From an optimization exercise on the open Yosys and OpenROAD flow, aimed at small area and a short achievable clock period; shortcuts taken in it are not production practice.
Where RTL was checked, it was by simulation tests only, not by an equivalence proof against the original.
The RTL of run 3 was laid out without a check of its function.
Power figures rest on the tool's default switching activity, not on a simulated workload.

==> flow/design.v <==
`timescale 1ns / 1ps
module processor_top (
    input wire clk,
    input wire resetn,
    input wire [15:0] instruction_input,
    input wire mem_write,
    output wire [15:0] PC_out
);
    integer i;
    function [14:0] encode(input [15:0] ins);
        reg [2:0] cls;
        reg [3:0] sub;
        begin
            case (ins[15:12])
                4'b0101: cls = 3'b000;
                4'b0001: cls = 3'b001;
                4'b0010: cls = 3'b010;
                4'b0011: cls = 3'b011;
                4'b1001: cls = 3'b100;
                4'b1101: cls = 3'b101;
                4'b1111: cls = 3'b110;
                default: cls = 3'b111;
            endcase
            case (ins[15:12])
                4'b0000:
                    case (ins[7:4])
                        4'b0101: sub = 4'b0000;
                        4'b1001: sub = 4'b0001;
                        4'b0001: sub = 4'b0010;
                        4'b0011: sub = 4'b0100;
                        4'b1101: sub = 4'b0101;
                        4'b1011: sub = 4'b1110;
                        default: sub = 4'b0011;
                    endcase
                4'b1000:
                    case (ins[7:4])
                        4'b0000: sub = 4'b0111;
                        4'b0001: sub = 4'b1000;
                        default: sub = 4'b0110;
                    endcase
                4'b0100:
                    case (ins[7:4])
                        4'b0000: sub = 4'b1001;
                        4'b0100: sub = 4'b1010;
                        4'b1000: sub = 4'b1011;
                        4'b1100: sub = 4'b1100;
                        default: sub = 4'b1110;
                    endcase
                4'b1100: sub = 4'b1101;
                default: sub = 4'b1110;
            endcase
            encode = {cls, ins[11:8], (cls == 3'b111) ? sub : ins[7:4], ins[3:0]};
        end
    endfunction
    reg st_e, st_w;                  
    wire st_f = ~st_e & ~st_w;
    always @(posedge clk or negedge resetn) begin
        if (!resetn) begin
            st_e <= 1'b0;
            st_w <= 1'b0;
        end else begin
            st_e <= st_f;
            st_w <= st_e;
        end
    end
    reg  [15:0] pc;
    wire [15:0] pc_next;
    wire        pc_en;
    always @(posedge clk or negedge resetn) begin
        if (!resetn)
            pc <= 16'd0;
        else if (pc_en)
            pc <= pc_next;
    end
    assign PC_out = pc;
    reg [14:0] imem [0:31];
    reg [4:0]  ra;
    wire [14:0] wenc = encode(instruction_input);
    always @(posedge clk) begin
        for (i = 0; i < 32; i = i + 1)
            if (mem_write && pc[4:0] == i)
                imem[i] <= wenc;
    end
    always @(posedge clk or negedge resetn) begin
        if (!resetn)
            ra <= 5'd0;
        else
            ra <= pc[4:0];
    end
    reg [14:0] imem_q;
    always @(*) begin
        imem_q = 15'd0;
        for (i = 0; i < 32; i = i + 1)
            imem_q = imem_q | ({15{ra == i}} & imem[i]);
    end
    reg  [14:0] ir;
    always @(posedge clk) begin
        if (st_f)
            ir <= imem_q;
    end
    wire [2:0] cls = ir[14:12];
    wire [3:0] sop = ir[7:4];
    wire [3:0] rd  = ir[11:8];
    wire [3:0] rs  = ir[3:0];
    wire       oth = (cls == 3'b111);
    wire is_sub  = (cls == 3'b100) | (oth & sop == 4'b0001);
    wire is_sext = (cls == 3'b000) | (cls == 3'b100);
    wire is_lui  = (cls == 3'b110);
    wire is_lshi = oth & (sop == 4'b0111 | sop == 4'b1000);
    wire c_sum   = (cls == 3'b000) | (cls == 3'b100) | (oth & (sop == 4'b0000 | sop == 4'b0001));
    wire c_and   = (cls == 3'b001) | (oth & sop == 4'b0010);
    wire c_or    = (cls == 3'b010) | (oth & sop == 4'b0011);
    wire c_xor   = (cls == 3'b011) | (oth & sop == 4'b0100);
    wire c_pass  = (cls == 3'b101) | is_lui | (oth & sop == 4'b0101);
    wire c_sh    = oth & (sop == 4'b0110 | sop == 4'b0111 | sop == 4'b1000);
    wire c_ld    = oth & (sop == 4'b1001);
    wire wen     = c_sum | c_and | c_xor | c_pass | c_sh | c_ld | c_or;
    reg [15:0] rf [0:15];
    reg [15:0] rv;
    wire [15:0] wd;
    reg         wen_q, wr_q;
    reg  [15:0] res_q;
    always @(posedge clk or negedge resetn) begin
        if (!resetn) begin
            wen_q <= 1'b0;
            wr_q  <= 1'b0;
        end else begin
            wen_q <= st_e & wen;
            wr_q  <= wen_q;
        end
    end
    always @(posedge clk) begin
        res_q <= wd;
    end
    wire        rf_we = wr_q;
    always @(posedge clk) begin
        for (i = 0; i < 16; i = i + 1)
            if (rf_we && rd == i)
                rf[i] <= res_q;
    end
    always @(posedge clk or negedge resetn) begin
        if (!resetn)
            rv <= 16'd0;
        else
            for (i = 0; i < 16; i = i + 1)
                if (rf_we && rd == i)
                    rv[i] <= 1'b1;
    end
    reg [15:0] rdat_d, rdat_s;
    always @(*) begin
        rdat_d = 16'd0;
        rdat_s = 16'd0;
        for (i = 0; i < 16; i = i + 1) begin
            rdat_d = rdat_d | ({16{rd == i && rv[i]}} & rf[i]);
            rdat_s = rdat_s | ({16{rs == i && rv[i]}} & rf[i]);
        end
    end
    reg [15:0] A, B;
    reg        sub_q;                
    wire [15:0] yimm = is_lui  ? {ir[7:0], 8'h00} :
                       is_lshi ? {11'd0, sop[3], ir[3:0]} :
                                 {{8{is_sext & ir[7]}}, ir[7:0]};
    wire        use_imm = ~oth | is_lshi;
    wire [15:0] y = use_imm ? yimm : rdat_s;
    always @(posedge clk) begin
        A <= rdat_d;
        B <= is_sub ? ~y : y;
        sub_q <= is_sub;
    end
    reg [15:0] dmem [0:31];
    reg        sp;                   
    always @(posedge clk) begin
        sp <= st_e & oth & (sop == 4'b1010);
        for (i = 0; i < 32; i = i + 1)
            if (sp && B[4:0] == i)
                dmem[i] <= A;
    end
    reg [15:0] mdata;
    always @(*) begin
        mdata = 16'd0;
        for (i = 0; i < 32; i = i + 1)
            mdata = mdata | ({16{B[4:0] == i}} & dmem[i]);
    end
    wire z = ~|(A | B);
    reg  taken;
    always @(*) begin
        case (rd)
            4'd0, 4'd13: taken = z;
            4'd1, 4'd12: taken = ~z;
            4'd3, 4'd5, 4'd7, 4'd9, 4'd10, 4'd14: taken = 1'b1;
            default: taken = 1'b0;
        endcase
    end
    wire is_jal = oth & (sop == 4'b1011);
    wire is_jc  = oth & (sop == 4'b1100);
    wire is_bc  = oth & (sop == 4'b1101);
    wire jump   = is_jal | (is_jc & taken);
    wire inc    = ~(is_bc & taken) | ir[0];
    wire [15:0] pc_inc = pc + 16'd1;
    assign pc_en   = st_w & (jump | inc);
    assign pc_next = jump ? B : pc_inc;
    wire [16:0] sum1 = {A, 1'b1} + {B, sub_q};
    wire [15:0] sum  = sum1[16:1];
    wire [15:0] rot0 = B[0] ? {A[14:0],    A[15]}    : A;
    wire [15:0] rot1 = B[1] ? {rot0[13:0], rot0[15:14]} : rot0;
    wire [15:0] rot2 = B[2] ? {rot1[11:0], rot1[15:12]} : rot1;
    wire [15:0] rot3 = B[3] ? {rot2[7:0],  rot2[15:8]}  : rot2;
    reg  [15:0] shv;
    always @(*) begin
        for (i = 0; i < 16; i = i + 1)
            shv[i] = rot3[i] & (B[4] ^ (i >= B[3:0]));
    end
    assign wd = ({16{c_sum}}  & sum)      |
                ({16{c_and}}  & (A & B))  |
                ({16{c_or}}   & (A | B))  |
                ({16{c_xor}}  & (A ^ B))  |
                ({16{c_pass}} & B)        |
                ({16{c_sh}}   & shv)        |
                ({16{c_ld}}   & mdata);
endmodule
==> flow/flow/run.sh <==
#!/bin/bash
# The standard layout (the standard.sh: ORFS synthesis through finish), with timing repair
# asked to keep more setup slack than the clock period needs, so that it also shortens the paths
# that already meet the clock, and clock tree synthesis with larger sink clusters and without
# dummy loads. The clock, constraints and everything else are the standard flow's.
set -euo pipefail
bash standard.sh SETUP_SLACK_MARGIN=11 \
  "CTS_ARGS=-sink_clustering_enable -repair_clock_nets -dont_use_dummy_load -sink_clustering_size 36 -sink_clustering_max_diameter 65" \
  finish > make_finish.log 2>&1
==> flow/standard.sh <==
#!/bin/bash
# synth_recipe.tcl (not shown) runs the flow's synth.tcl, then flattens the netlist and writes it again
# the make line also repeats each setting of config.mk as NAME=value (left out here)
make -C /OpenROAD-flow-scripts/flow DESIGN_CONFIG=/design/flow/config.mk WORK_HOME=/design/flow/orfs CLKGATE_MAP_FILE= SYNTH_SCRIPT=/design/flow/synth_recipe.tcl "${@:-finish}"
==> flow/config.mk <==
export PLATFORM = sky130hd
export DESIGN_NAME = processor_top
export DESIGN_NICKNAME = processor_top
export VERILOG_FILES = /design/flow/design.v
export SDC_FILE = /design/flow/constraint.sdc
export NUM_CORES = 4
export LEC_CHECK = 0
export CAP_MARGIN = 20
export CORE_MARGIN = 2
export CORE_UTILIZATION = 60
export PLACE_DENSITY = 0.66
export SLEW_MARGIN = 20
==> flow/constraint.sdc <==
create_clock -name core_clock -period 15.0 [get_ports {clk}]
set_input_delay 3.0000 -clock core_clock [delete_from_list [all_inputs] [get_ports {clk}]]
set_output_delay 3.0000 -clock core_clock [all_outputs]
set_load 0.01 [all_outputs]
==> notes.md, run 1 <==
Buf/Inv on CP = 1
Slowest stage delay, CP = 0.44 ns
Required @ worst endpoint = 12.00 ns
Ys async rst share = 3.03%
Min Tclk post-route = 4.23 ns
Share of layout cells above drive strength 1 = 14.7%
Fin crit share = 28.2%
Crit. End Element = primary output
Final setup TNS = 0 ns
Drt wl/cell = 39.9 um
First-pass GRT wire length = 261,000 um
Port buffer count = 34
Total Routing Usage GR = 41.4%
Placed Area = 0.0561 mm^2
Leak Pwr = 19.3 nW
Peak fanout along the critical path = 2
Pre-antenna DRT Iters = 7
Io pins = 35
Worst min-delay path category = reg -> reg
Worst Path Arrival = 1.23 ns
Max-Slew Margin vs Limit = 10.6%
DP Cell Count = 4,563
Critical path, cell by cell = buf_6
F_max = 236 MHz
Library cells used by synthesis = 79
Cts bufs inserted = 72
Synth warn = 4
Average cell area after synthesis = 15.8 um^2
Number of global-route vias before repair = 34,300
Hold buffer count at CTS = 0
Seq cells post-synth = 1,354
Area contributors post-synth = edfxtp_1 (71%), a22oi_1 (6.9%), a221oi_1 (2.0%)
Starting density of the core = 60.5%
Fillcell total = 5,984
Clock Tree Root = clkbuf_16
Register area share after synthesis = 74.8%
CP top delay family = flip-flops
1st-iter DRT viols = 6,776
Antenna Nets Post-Route = 0
Setup violators final = 0
Clock skew = 0.114 ns
Fin util = 67.0%
Initial antenna violation count = 14
Drt drc = 0
Vias = 36,300
Syn Inst Count = 3,387
CTS tree = yes
CP Class = reg -> out
Grt ovf = 0
Post-synth EDFFs = 1,263
CORE AREA = 0.0884 mm^2
WL final = 189,000 um
CP startpoint kind = flop
Later-pin clock latency in the skew report = 0.69 ns
Critical path's slowest cell = dfrtp_2
Final Instance Area = 0.0592 mm^2
CTS HTree Levels = 3
Area of the die = 0.0915 mm^2
Final hold violation count = 0
Maxcap violations = 0
Run status = no timing/DRC/antenna violations
Slew @ Worst Pin = 1.33 ns
Die width = 302 um
Share of the synthesized area in the top cell type = 71.0%
Most frequent cell after synthesis = edfxtp_1
CTS clock-pin slew for the worst setup and hold paths = 0.10 ns
Routed vias/inst = 7.66
Nets = 3,630
CTS sink count = 1,354
Commonest cells in the netlist = edfxtp_1 (1,263), a22oi_1 (488), clkbuf_1 (157), nand2_1 (153), nor2_1 (146)
Largest net degree at the start of global routing = 42
Clock Path Buffers = 3
Row cnt = 109
Routability cong. = 0.983
Post-synthesis cell area = 0.0534 mm^2
Pwr per Cell Area = 129 mW/mm^2
Die Y = 302 um
Post-DP HPWL = 117,000 um
Max Slew Vio Count = 0
Most used DFF post-synth = edfxtp_1
Worst IR Drop VDD = 0.120 mV
P&R area growth vs syn = 10.7%
Post-Syn Nets = 3,447
RSZ-0062 raised after global routing = true
Non-filler cells, final = 4,740
Cell accounting for the most synthesized area = edfxtp_1
## metrics by stage
step / setup slack, ns / power [W] / hold WS [ns]
floorplan: 10.47 / 0.00504 / 0.331
global placement: 9.34 / 0.00561 / 0.351
detailed placement: 9.26 / 0.00562 / 0.344
CTS: 10.75 / 0.00756 / 0.375
global route: 10.73 / 0.00780 / 0.381
finish: 10.77 / 0.00764 / 0.380
## sequential cells by signal, indices dropped and copies added, names as in the netlist
name	count
st_e	1
sub_q	1
wen_q	1
sp	1
st_w	1
B	16
ir	15
dmem	512
rf	256
imem	480
A	16
rv	16
res_q	16
pc	16
ra	5
wr_q	1
## cells in the final DEF, fill, tap and decap left out, types with 28 or more instances in the layout
master and instances:
edfxtp_1 1263, a22oi_1 488, buf_4 232, nand2_1 152
a221oi_1 121, nand4_1 120, a22o_1 115, nor2_1 93
clkbuf_16 72, inv_1 52, dfxtp_1 48, a21oi_1 45
nand3_1 42, and2_1 41, o21ai_0 40, ha_1 40
nor2_4 35, dfrtp_1 35, and3_1 34, mux2i_1 29
a222oi_1 28, nor2_2 28, buf_12 28
## final timing paths
kind | depth (start not counted) | slack (ns) | end | start
worst max-delay path | 1 | 10.77 | PC_out[11] | pc[11]$_DFFE_PN0P_
worst max register to register | 8 | 11.07 | res_q[14]$_DFF_P_ | B[4]$_DFF_P_
min in group asynchronous | 2 | 2.40 | pc[12]$_DFFE_PN0P_ | resetn
worst min register to register | 0 | 0.38 | wr_q$_DFF_PN0_ | wen_q$_DFF_PN0_
worst min-delay path | 0 | 0.38 | wr_q$_DFF_PN0_ | wen_q$_DFF_PN0_
max in group asynchronous | 2 | 12.05 | wr_q$_DFF_PN0_ | resetn
## report_power, final
group	internal, W	switching, W
clock	0.000858	0.00112
combinational	0.000399	0.000898
sequential	0.00425	0.000106
total	0.00551	0.00213
## repair_timing
action,CTS,global route
gates cloned,7,0
pin swaps,44,6
resized for setup,160,14
endpoints found under the setup margin,676,90
setup buffers,90,1
## cell type report
type | instances | area [um^2] | share of cell area [%]
multi-input combinational | 1792 | 13100 | 22.1
tap | 1165 | 1460 | 2.46
inverter | 56 | 215 | 0.364
timing repair buffer | 294 | 2610 | 4.41
clock buffer | 72 | 1800 | 3.04
sequential | 1354 | 40000 | 67.5
antenna | 7 | 17.5 | 0.0296
## layer usage
| metal | part of all wire (%) | vias up | GRT usage, % | wire (um) |
|---|---|---|---|---|
| li1 | - | 14200 | - | - |
| met1 | 33 | 17900 | 53.4 | 62300 |
| met2 | 45 | 3439 | 63.7 | 85900 |
| met3 | 14 | 759 | 10.7 | 26100 |
| met4 | 7.7 | 6 | 25.0 | 14600 |
| met5 | 0.021 | - | 0.155 | 40 |
## cell families (layout without fill, tap and decap cells)
family                     after synthesis  in the layout  synth area share [%]
buffers and inverters                  247            422                  1.87
other                                    0              7                     0
xor gates and xnor gates                28             28                 0.459
DFF                                   1354           1354                  74.8
and+or+nand+nor                        709            710                  6.92
AOI/OAI and AO/OA                      961            966                  13.9
muxes                                   47             47                  1.13
adders and majority gates               41             41                 0.974
==> run 2, diff against run 1 <==
--- a/flow/flow/run.sh
+++ b/flow/flow/run.sh
@@ -5,5 +5,5 @@
 # dummy loads. The clock, constraints and everything else are the standard flow's.
 set -euo pipefail
-bash standard.sh SETUP_SLACK_MARGIN=11 \
+bash standard.sh SETUP_SLACK_MARGIN=10.75 \
   "CTS_ARGS=-sink_clustering_enable -repair_clock_nets -dont_use_dummy_load -sink_clustering_size 36 -sink_clustering_max_diameter 65" \
   finish > make_finish.log 2>&1
--- a/flow/config.mk
+++ b/flow/config.mk
@@ -8,5 +8,5 @@
 export CAP_MARGIN = 20
 export CORE_MARGIN = 2
-export CORE_UTILIZATION = 60
-export PLACE_DENSITY = 0.66
+export CORE_UTILIZATION = 58
+export PLACE_DENSITY = 0.64
 export SLEW_MARGIN = 20
==> notes.md, run 2 <==
Run status = no timing/DRC/antenna violations
CP top delay family = flip-flops
Fin crit share = 29.1% (+0.91 points)
Drt wl/cell = 40.8 um (+2.2%)
FF+latch area = 0.0400 mm^2 (about the same)
Most used DFF post-synth = edfxtp_1
Post-synthesis cell area = 0.0534 mm^2 (unchanged)
CTS tree = yes
Library cells used by synthesis = 79 (unchanged)
Routability cong. = 0.951 (-3.3%)
Maxcap violations = 0 (unchanged)
Slowest stage delay, CP = 0.52 ns (+0.08 ns)
Post-DP HPWL = 119,000 um (+1.2%)
Setup violators final = 0 (unchanged)
Worst IR Drop VDD = 0.115 mV (-4.3%)
Row cnt = 111 (+1.8%)
Pwr per Cell Area = 130 mW/mm^2 (+0.52%)
Worst Path Arrival = 1.37 ns (+0.14 ns)
Nets = 3,599 (-0.85%)
First-pass GRT wire length = 264,000 um (+1.3%)
Leak Pwr = 19.1 nW (-0.94%)
Port buffer count = 34 (unchanged)
Seq cells post-synth = 1,354 (unchanged)
P&R area growth vs syn = 10.3%
Slew @ Worst Pin = 1.33 ns (-0.00170 ns)
Required @ worst endpoint = 12.00 ns (about the same)
Ys async rst share = 3.03% (unchanged)
Max FFs per register = 512 (unchanged)
Share of layout cells above drive strength 1 = 14.2% (-0.52 points)
Area of the die = 0.0946 mm^2 (+3.4%)
Number of global-route vias before repair = 33,900 (-1.0%)
CP Class = reg -> out
CORE AREA = 0.0915 mm^2 (+3.6%)
Max-Slew Margin vs Limit = 11.5% (+0.93 points)
Min Tclk post-route = 4.37 ns (+0.136 ns)
Biggest regs = dmem x512, imem x480, rf x256
Later-pin clock latency in the skew report = 0.69 ns (about the same)
Clock skew = 0.0992 ns (-0.0147 ns)
Pre-antenna DRT Iters = 6 (-1)
Most frequent cells in the layout = edfxtp_1 (1,263), a22oi_1 (488), buf_4 (199)
Final setup TNS = 0 ns (unchanged)
RSZ-0062 raised after global routing = true
Routed vias/inst = 7.61 (-0.71%)
Antenna Nets Post-Route = 0 (unchanged)
Cts bufs inserted = 74 (+2.8%)
Max Slew Vio Count = 0 (unchanged)
Vias = 36,000 (-0.98%)
Critical path's slowest cell = dfrtp_2
Critical path, cell by cell = buf_6
Peak fanout along the critical path = 2 (unchanged)
Syn Inst Count = 3,387 (unchanged)
Fillcell total = 6,424 (+7.4%)
Average cell area after synthesis = 15.8 um^2 (unchanged)
Area occupied by multi-input gates = 0.0131 mm^2 (about the same)
CTS sink count = 1,354 (unchanged)
Commonest cells in the netlist = edfxtp_1 (1,263), a22oi_1 (488), clkbuf_1 (157), nand2_1 (153), nor2_1 (146)
Register area share after synthesis = 74.8% (unchanged)
F_max = 229 MHz (-3.1%)
DP Cell Count = 4,567 (+0.088%)
Clock Tree Root = clkbuf_16
CTS clock-pin slew for the worst setup and hold paths = 0.10 ns (about the same)
Synth warn = 4 (unchanged)
Total Routing Usage GR = 40.6% (-0.79 points)
CP startpoint kind = flop
Fin util = 64.4% (-2.6 points)
Drt drc = 0 (unchanged)
1st-iter DRT viols = 6,964 (+2.8%)
Share of the synthesized area in the top cell type = 71.0% (unchanged)
Clock Path Buffers = 3 (unchanged)
Cell accounting for the most synthesized area = edfxtp_1
Post-synth EDFFs = 1,263 (unchanged)
Final hold violation count = 0 (unchanged)
Starting density of the core = 58.4% (-2.1 points)
Buf/Inv on CP = 1 (unchanged)
Initial antenna violation count = 7 (-7)
Top reg by flops = dmem
CTS HTree Levels = 3 (unchanged)
Largest net degree at the start of global routing = 42 (unchanged)
Io pins = 35 (unchanged)
Area contributors post-synth = edfxtp_1 (71%), a22oi_1 (6.9%), a221oi_1 (2.0%)
Grt ovf = 0 (unchanged)
Post-Syn Nets = 3,447 (unchanged)
WL final = 193,000 um (+2.0%)
Most frequent cell after synthesis = edfxtp_1
Most common cell after layout, fill and taps aside = edfxtp_1
Die width = 308 um (+1.7%)
Die Y = 308 um (+1.7%)
Non-filler cells, final = 4,727 (-0.27%)
Crit. End Element = primary output
Worst min-delay path category = reg -> reg
-- run 2: cell counts after synthesis --
No cell type changed its count.
-- run 2: repair_timing --
item | CTS | global route
hold buffers | 0 | 0
setup buffers | 74 | 2
pin swaps | 34 | 2
hold endpoints to repair | 0 | 0
cloned | 6 | 0
resized for setup | 142 | 9
endpoints found under the setup margin | 642 | 150
-- run 2: worst paths after layout --
check | start | end | slack (ns) | depth (start not counted)
max | pc[4]$_DFFE_PN0P_ | PC_out[4] | 10.63 | 1
min | wen_q$_DFF_PN0_ | wr_q$_DFF_PN0_ | 0.35 | 0
max reg2reg | B[0]$_DFF_P_ | pc[10]$_DFFE_PN0P_ | 10.93 | 10
min reg2reg | wen_q$_DFF_PN0_ | wr_q$_DFF_PN0_ | 0.35 | 0
max in group asynchronous | resetn | st_e$_DFF_PN0_ | 12.07 | 2
min in group asynchronous | resetn | pc[12]$_DFFE_PN0P_ | 2.40 | 2
-- run 2: kinds of logic (layout without fill, tap and decap cells) --
logic type               after synthesis  in the layout  share of synthesized area [%]
adder cells (fa/ha/maj)               41             41                          0.974
flip-flops                          1354           1354                           74.8
XOR/XNOR                              28             28                          0.459
buffers and inverters                247            391                           1.87
other                                  0              4                              0
AO/OA/AOI/OAI                        961            966                           13.9
AND/OR/NAND/NOR                      709            710                           6.92
multiplexers                          47             47                           1.13
-- run 2: area by class of cell --
class,instances,share of cell area [%]
Sequential cell,1354,67.8
Tap cell,1186,2.52
Inverter,56,0.365
Antenna cell,4,0.0170
Multi-Input combinational cell,1792,22.3
Clock buffer,74,3.14
Timing Repair Buffer,261,3.90
-- run 2: power by group --
group	internal, W	leakage [nW]	switching, W
clock	0.000881	0.912	0.00113
sequential	0.00425	12.4	0.000114
combinational	0.000390	5.85	0.000878
-- run 2: stage by stage --
stage          hold slack, ns  setup WS [ns]  area [um^2]  total power [W]
2_1_floorplan           0.331          10.47        53700          0.00504
3_3_place_gp            0.338           9.27        55900          0.00558
3_5_place_dp            0.357           9.24        55900          0.00559
4_1_cts                 0.361          10.52        58900          0.00758
5_1_grt                 0.358          10.64        58900          0.00781
6_report                0.353          10.63        58900          0.00765
-- run 2: worst register-to-register path, stage by stage, from the launching register on --
cell	delay, ns
dfxtp_2	0.32
buf_4	0.27
inv_1	0.39
ha_1	0.29
nand4_1	0.11
nor4_1	0.59
mux2_2	0.45
o21ai_0	0.29
a41o_1	0.86
a21oi_1	0.13
o22a_1	0.25
-- run 2: per-layer routing --
metal  up-vias  global-route usage [%]  share of wire, %
met5         -                       0             0.020
met4         6                    24.0               7.3
met3       651                    9.08                13
met2      3135                    62.5                45
met1     18000                    53.4                35
li1      14200                       -                 -
==> run 3, diff against run 2 <==
--- a/flow/design.v
+++ b/flow/design.v
@@ -66,9 +66,8 @@
     reg  [15:0] pc;
     wire [15:0] pc_next;
-    wire        pc_en;
     always @(posedge clk or negedge resetn) begin
         if (!resetn)
             pc <= 16'd0;
-        else if (pc_en)
+        else if (st_w)
             pc <= pc_next;
     end
@@ -88,10 +87,14 @@
             ra <= pc[4:0];
     end
-    reg [14:0] imem_q;
-    always @(*) begin
-        imem_q = 15'd0;
-        for (i = 0; i < 32; i = i + 1)
-            imem_q = imem_q | ({15{ra == i}} & imem[i]);
-    end
+    reg [31:0]  ra_sel;
+    reg [479:0] imem_flat;
+    always @(*) begin
+        for (i = 0; i < 32; i = i + 1) begin
+            ra_sel[i] = (ra == i);
+            imem_flat[i*15 +: 15] = imem[i];
+        end
+    end
+    wire [14:0] imem_q;
+    sel_or #(.N(32), .W(15)) imem_rd (.sel(ra_sel), .d(imem_flat), .q(imem_q));
     reg  [14:0] ir;
     always @(posedge clk) begin
@@ -119,23 +122,9 @@
     reg [15:0] rv;
     wire [15:0] wd;
-    reg         wen_q, wr_q;
-    reg  [15:0] res_q;
-    always @(posedge clk or negedge resetn) begin
-        if (!resetn) begin
-            wen_q <= 1'b0;
-            wr_q  <= 1'b0;
-        end else begin
-            wen_q <= st_e & wen;
-            wr_q  <= wen_q;
-        end
-    end
-    always @(posedge clk) begin
-        res_q <= wd;
-    end
-    wire        rf_we = wr_q;
+    wire        rf_we = st_w & wen;
     always @(posedge clk) begin
         for (i = 0; i < 16; i = i + 1)
             if (rf_we && rd == i)
-                rf[i] <= res_q;
+                rf[i] <= wd;
     end
     always @(posedge clk or negedge resetn) begin
@@ -147,13 +136,16 @@
                     rv[i] <= 1'b1;
     end
-    reg [15:0] rdat_d, rdat_s;
-    always @(*) begin
-        rdat_d = 16'd0;
-        rdat_s = 16'd0;
+    reg [15:0]  dsel, ssel;
+    reg [255:0] rf_flat;
+    always @(*) begin
         for (i = 0; i < 16; i = i + 1) begin
-            rdat_d = rdat_d | ({16{rd == i && rv[i]}} & rf[i]);
-            rdat_s = rdat_s | ({16{rs == i && rv[i]}} & rf[i]);
-        end
-    end
+            dsel[i] = (rd == i) & rv[i];
+            ssel[i] = (rs == i) & rv[i];
+            rf_flat[i*16 +: 16] = rf[i];
+        end
+    end
+    wire [15:0] rdat_d, rdat_s;
+    sel_or #(.N(16), .W(16)) rf_rd_d (.sel(dsel), .d(rf_flat), .q(rdat_d));
+    sel_or #(.N(16), .W(16)) rf_rd_s (.sel(ssel), .d(rf_flat), .q(rdat_s));
     reg [15:0] A, B;
     reg        sub_q;                
@@ -176,10 +168,14 @@
                 dmem[i] <= A;
     end
-    reg [15:0] mdata;
-    always @(*) begin
-        mdata = 16'd0;
-        for (i = 0; i < 32; i = i + 1)
-            mdata = mdata | ({16{B[4:0] == i}} & dmem[i]);
-    end
+    reg [31:0]  msel;
+    reg [511:0] dmem_flat;
+    always @(*) begin
+        for (i = 0; i < 32; i = i + 1) begin
+            msel[i] = (B[4:0] == i);
+            dmem_flat[i*16 +: 16] = dmem[i];
+        end
+    end
+    wire [15:0] mdata;
+    sel_or #(.N(32), .W(16)) dmem_rd (.sel(msel), .d(dmem_flat), .q(mdata));
     wire z = ~|(A | B);
     reg  taken;
@@ -198,17 +194,8 @@
     wire inc    = ~(is_bc & taken) | ir[0];
     wire [15:0] pc_inc = pc + 16'd1;
-    assign pc_en   = st_w & (jump | inc);
-    assign pc_next = jump ? B : pc_inc;
+    assign pc_next = jump ? B : (inc ? pc_inc : pc);
     wire [16:0] sum1 = {A, 1'b1} + {B, sub_q};
     wire [15:0] sum  = sum1[16:1];
-    wire [15:0] rot0 = B[0] ? {A[14:0],    A[15]}    : A;
-    wire [15:0] rot1 = B[1] ? {rot0[13:0], rot0[15:14]} : rot0;
-    wire [15:0] rot2 = B[2] ? {rot1[11:0], rot1[15:12]} : rot1;
-    wire [15:0] rot3 = B[3] ? {rot2[7:0],  rot2[15:8]}  : rot2;
-    reg  [15:0] shv;
-    always @(*) begin
-        for (i = 0; i < 16; i = i + 1)
-            shv[i] = rot3[i] & (B[4] ^ (i >= B[3:0]));
-    end
+    wire [31:0] shx = {16'd0, A} << {~B[4], B[3:0]};
     assign wd = ({16{c_sum}}  & sum)      |
                 ({16{c_and}}  & (A & B))  |
@@ -216,5 +203,28 @@
                 ({16{c_xor}}  & (A ^ B))  |
                 ({16{c_pass}} & B)        |
-                ({16{c_sh}}   & shv)        |
+                ({16{c_sh}}   & shx[31:16]) |
                 ({16{c_ld}}   & mdata);
 endmodule
+module sel_or #(parameter N = 32, parameter W = 16) (
+    input wire [N-1:0]   sel,
+    input wire [N*W-1:0] d,
+    output wire [W-1:0]  q
+);
+    genvar b, i;
+    generate
+        for (b = 0; b < W; b = b + 1) begin : bit_
+            wire [N-1:0] col;
+            for (i = 0; i < N; i = i + 1) begin : word_
+                assign col[i] = d[i*W + b];
+            end
+            sel_or1 #(.N(N)) u (.sel(sel), .d(col), .q(q[b]));
+        end
+    endgenerate
+endmodule
+module sel_or1 #(parameter N = 32) (
+    input wire [N-1:0] sel,
+    input wire [N-1:0] d,
+    output wire        q
+);
+    assign q = |(sel & d);
+endmodule
==> flow/flow/run.sh (replaced) <==
#!/bin/bash
# The standard layout (the standard.sh: ORFS synthesis through finish), with timing repair
# asked to keep more setup slack than the clock period needs, so that it also shortens the paths
# that already meet the clock, and clock tree synthesis without dummy loads. The clock,
# constraints and everything else are the standard flow's.
set -euo pipefail
bash standard.sh SETUP_SLACK_MARGIN=11 \
  "CTS_ARGS=-sink_clustering_enable -repair_clock_nets -dont_use_dummy_load -sink_clustering_size 30 -sink_clustering_max_diameter 60" \
  finish > make_finish.log 2>&1
--- a/flow/config.mk
+++ b/flow/config.mk
@@ -8,5 +8,5 @@
 export CAP_MARGIN = 20
 export CORE_MARGIN = 2
-export CORE_UTILIZATION = 58
-export PLACE_DENSITY = 0.64
+export CORE_UTILIZATION = 55
 export SLEW_MARGIN = 20
+export SYNTH_HIERARCHICAL = 1
==> notes.md, run 3 <==
Cts bufs inserted = 94 (+27%)
CTS HTree Levels = 3 (unchanged)
Worst min-delay path category = reg -> reg
Most frequent cells in the layout = edfxtp_1 (1,263), a22oi_1 (473), buf_4 (206)
Area contributors post-synth = edfxtp_1 (71%), a22oi_1 (6.7%), a221oi_2 (3.6%)
Pre-antenna DRT Iters = 5 (-1)
Die Y = 316 um (+2.6%)
Fin crit share = 28.8% (-0.29 points)
1st-iter DRT viols = 4,745 (-32%)
Share of the synthesized area in the top cell type = 71.0% (about the same)
Routed vias/inst = 7.00 (-8.0%)
Io pins = 35 (unchanged)
CORE AREA = 0.0964 mm^2 (+5.4%)
Share of layout cells above drive strength 1 = 21.2% (+7.0 points)
Starting density of the core = 55.4% (-3.0 points)
P&R area growth vs syn = 14.0%
Hold buffer count at CTS = 0 (unchanged)
Cell accounting for the most synthesized area = edfxtp_1
First-pass GRT wire length = 232,000 um (-12%)
Vias = 33,700 (-6.4%)
Non-filler cells, final = 4,808 (+1.7%)
Critical path, cell by cell = buf_6
Final Instance Area = 0.0609 mm^2 (+3.3%)
Slew @ Worst Pin = 1.22 ns (-0.103 ns)
Drt drc = 0 (unchanged)
Average cell area after synthesis = 16.7 um^2 (+5.6%)
Biggest regs = dmem x512, imem x480, rf x256
Slowest stage delay, CP = 0.51 ns (about the same)
Run status = no timing/DRC/antenna violations
Max Slew Vio Count = 0 (unchanged)
Worst Path Arrival = 1.32 ns (-0.05 ns)
Max FFs per register = 512 (unchanged)
Area of the die = 0.0996 mm^2 (+5.4%)
Initial antenna violation count = 3 (-4)
CTS clock-pin slew for the worst setup and hold paths = 0.08 ns (-0.02 ns)
Hold_ws = 0.423 ns (+0.0698 ns)
Post-synth EDFFs = 1,263 (unchanged)
CP top delay family = flip-flops
WL final = 164,000 um (-15%)
CTS sink count = 1,336 (-1.3%)
Ys async rst share = 2.92% (-0.11 points)
Max-Slew Margin vs Limit = 18.4% (+6.9 points)
CP Class = reg -> out
Top reg by flops = dmem
Seq cells post-synth = 1,336 (-1.3%)
Buf/Inv on CP = 1 (unchanged)
Number of global-route vias before repair = 32,400 (-4.4%)
F_max = 231 MHz (+1.0%)
Row cnt = 114 (+2.7%)
Fin util = 63.2% (-1.2 points)
Routability cong. = 0.956 (+0.57%)
Final hold violation count = 0 (unchanged)
Maxcap violations = 0 (unchanged)
Clock Tree Root = clkbuf_16
RSZ-0062 raised after global routing = true
Most common cell after layout, fill and taps aside = edfxtp_1
Die width = 316 um (+2.6%)
Drt wl/cell = 34.2 um (-16%)
Pwr per Cell Area = 134 mW/mm^2 (+3.4%)
Antenna Nets Post-Route = 0 (unchanged)
Leak Pwr = 19.5 nW (+1.9%)
Final setup TNS = 0 ns (unchanged)
Commonest cells in the netlist = edfxtp_1 (1,263), a22oi_1 (475), nor2_1 (179), nand4_1 (167), a22o_1 (133)
CP startpoint kind = flop
Worst IR Drop VDD = 0.116 mV (+1.1%)
Crit. End Element = primary output
Post-synthesis cell area = 0.0534 mm^2 (about the same)
Clock Path Buffers = 3 (unchanged)
Fillcell total = 6,967 (+8.5%)
Library cells used by synthesis = 83 (+5.1%)
Syn Inst Count = 3,205 (-5.4%)
Most used DFF post-synth = edfxtp_1
Register area share after synthesis = 74.1% (-0.67 points)
Total Routing Usage GR = 32.7% (-7.8 points)
Min Tclk post-route = 4.32 ns (-0.0442 ns)
Post-Syn Nets = 3,264 (-5.3%)
Critical path's slowest cell = dfrtp_2
Setup violators final = 0 (unchanged)
CTS tree = yes
Grt ovf = 0 (unchanged)
DP Cell Count = 4,592 (+0.55%)
Later-pin clock latency in the skew report = 0.70 ns (about the same)
Required @ worst endpoint = 12.00 ns (about the same)
Placed Area = 0.0565 mm^2 (+1.1%)
Clock skew = 0.0938 ns (-0.00533 ns)
Peak fanout along the critical path = 7 (+5)
Synth warn = 10 (+6)
Post-DP HPWL = 101,000 um (-15%)
Largest net degree at the start of global routing = 40 (-4.8%)
Nets = 3,591 (-0.22%)
Most frequent cell after synthesis = edfxtp_1
Port buffer count = 34 (unchanged)
## run 3: cells by family (layout without fill, tap and decap cells)
kind of cell,Yosys count,after routing,synth area share [%]
xor gates and xnor gates,27,27,0.443
DFF,1336,1336,74.1
other,0,2,0
adders and majority gates,40,40,0.951
AOI/OAI and AO/OA,971,979,15.8
buffers and inverters,114,431,0.904
and+or+nand+nor,670,670,6.59
muxes,47,47,1.21
## run 3: power by group
group,switching (W),internal [W]
clock network,0.00115,0.00110
registers,0.0000838,0.00431
logic,0.00104,0.000482
total,0.00228,0.00589
## run 3: worst register-to-register path, cell delays in order, from the launching register on
cell	delay, ns
dfxtp_4	0.43
buf_12	0.19
inv_2	0.15
nand2_2	0.21
nor2_2	0.05
buf_4	0.24
a22oi_2	0.24
nand4_1	0.43
or4_4	0.71
a222oi_1	0.32
o211ai_1	0.14
a21oi_1	0.14
o21ai_1	0.13
buf_4	0.27
## run 3: through the flow
step	power, W	worst slack [ns]
6_report	0.00817	10.68
5_1_grt	0.00840	10.67
4_1_cts	0.00811	10.66
3_5_place_dp	0.00585	9.40
3_3_place_gp	0.00582	9.49
2_1_floorplan	0.00523	10.49
## run 3: path summary, 6_finish.rpt
check                             startpoint             endpoint  slack [ns]  cells past startpoint
max                        pc[2]$_DFFE_PN0P_            PC_out[2]       10.68                      1
min                           st_e$_DFF_PN0_       st_w$_DFF_PN0_        0.42                      0
max reg2reg                     B[1]$_DFF_P_  rf[13][2]$_DFFE_PP_       11.04                     13
min reg2reg                   st_e$_DFF_PN0_       st_w$_DFF_PN0_        0.42                      0
max in group asynchronous             resetn    pc[4]$_DFFE_PN0P_       12.18                      1
min in group asynchronous             resetn   rv[15]$_DFFE_PN0P_        2.29                      1
## run 3: final cells by class
class                      count  area (um^2)  share of cell area [%]
sequential                  1336        39600                    65.1
multi-input combinational   1763        14300                    23.5
timing repair buffer         287         2810                    4.61
clock buffer                  94         2350                    3.86
tap                         1276         1600                    2.62
inverter                      49          203                   0.333
timing repair inverter         1         5.00                 0.00822
antenna                        2         5.00                 0.00822
## run 3: timing repair
| item | CTS | global route |
|---|---|---|
| resized for setup | 233 | 41 |
| gates cloned | 10 | 4 |
| pin swaps | 35 | 35 |
| hold endpoints to repair | 0 | 0 |
| setup endpoints to repair | 950 | 550 |
| buffers inserted | 56 | 50 |
## run 3: metal layers
| metal | share of wire [%] | vias up | GRT usage [%] |
|---|---|---|---|
| met5 | 0.0073 | - | 0 |
| met4 | 4.6 | 2 | 13.0 |
| met3 | 9.2 | 336 | 5.15 |
| met2 | 47 | 1860 | 51.7 |
| met1 | 39 | 17300 | 46.2 |
| li1 | - | 14200 | - |

-- re-timing with driven ports --
In the flow no input, the clock included, has a driving cell. The finished layouts below were timed again as built, in two steps. Step 1 assumes that a clkbuf_16 drives the clock port and a buf_2 every other input. Step 2 also shifts input and output timing later by t, the mid clock arrival at the registers, as if the neighbouring blocks saw the same clock. a / b / c = ideal ports / drivers / drivers and shift; a / b = the first two.
run	shift t [ns]	setup WS [ns]	worst hold slack (ns)
run 1	0.695	10.768 / 10.702 / 10.325	0.380 / 0.380 / 0.380
run 2	0.710	10.632 / 10.565 / 10.141	0.353 / 0.353 / 0.353
run 3	0.720	10.676 / 10.607 / 10.255	0.423 / 0.423 / 0.423
After both steps setup and hold are still met in every run listed. The setup slack of run 2, which loses most, moves by -0.067 ns with the drivers and by -0.491 ns with both steps.
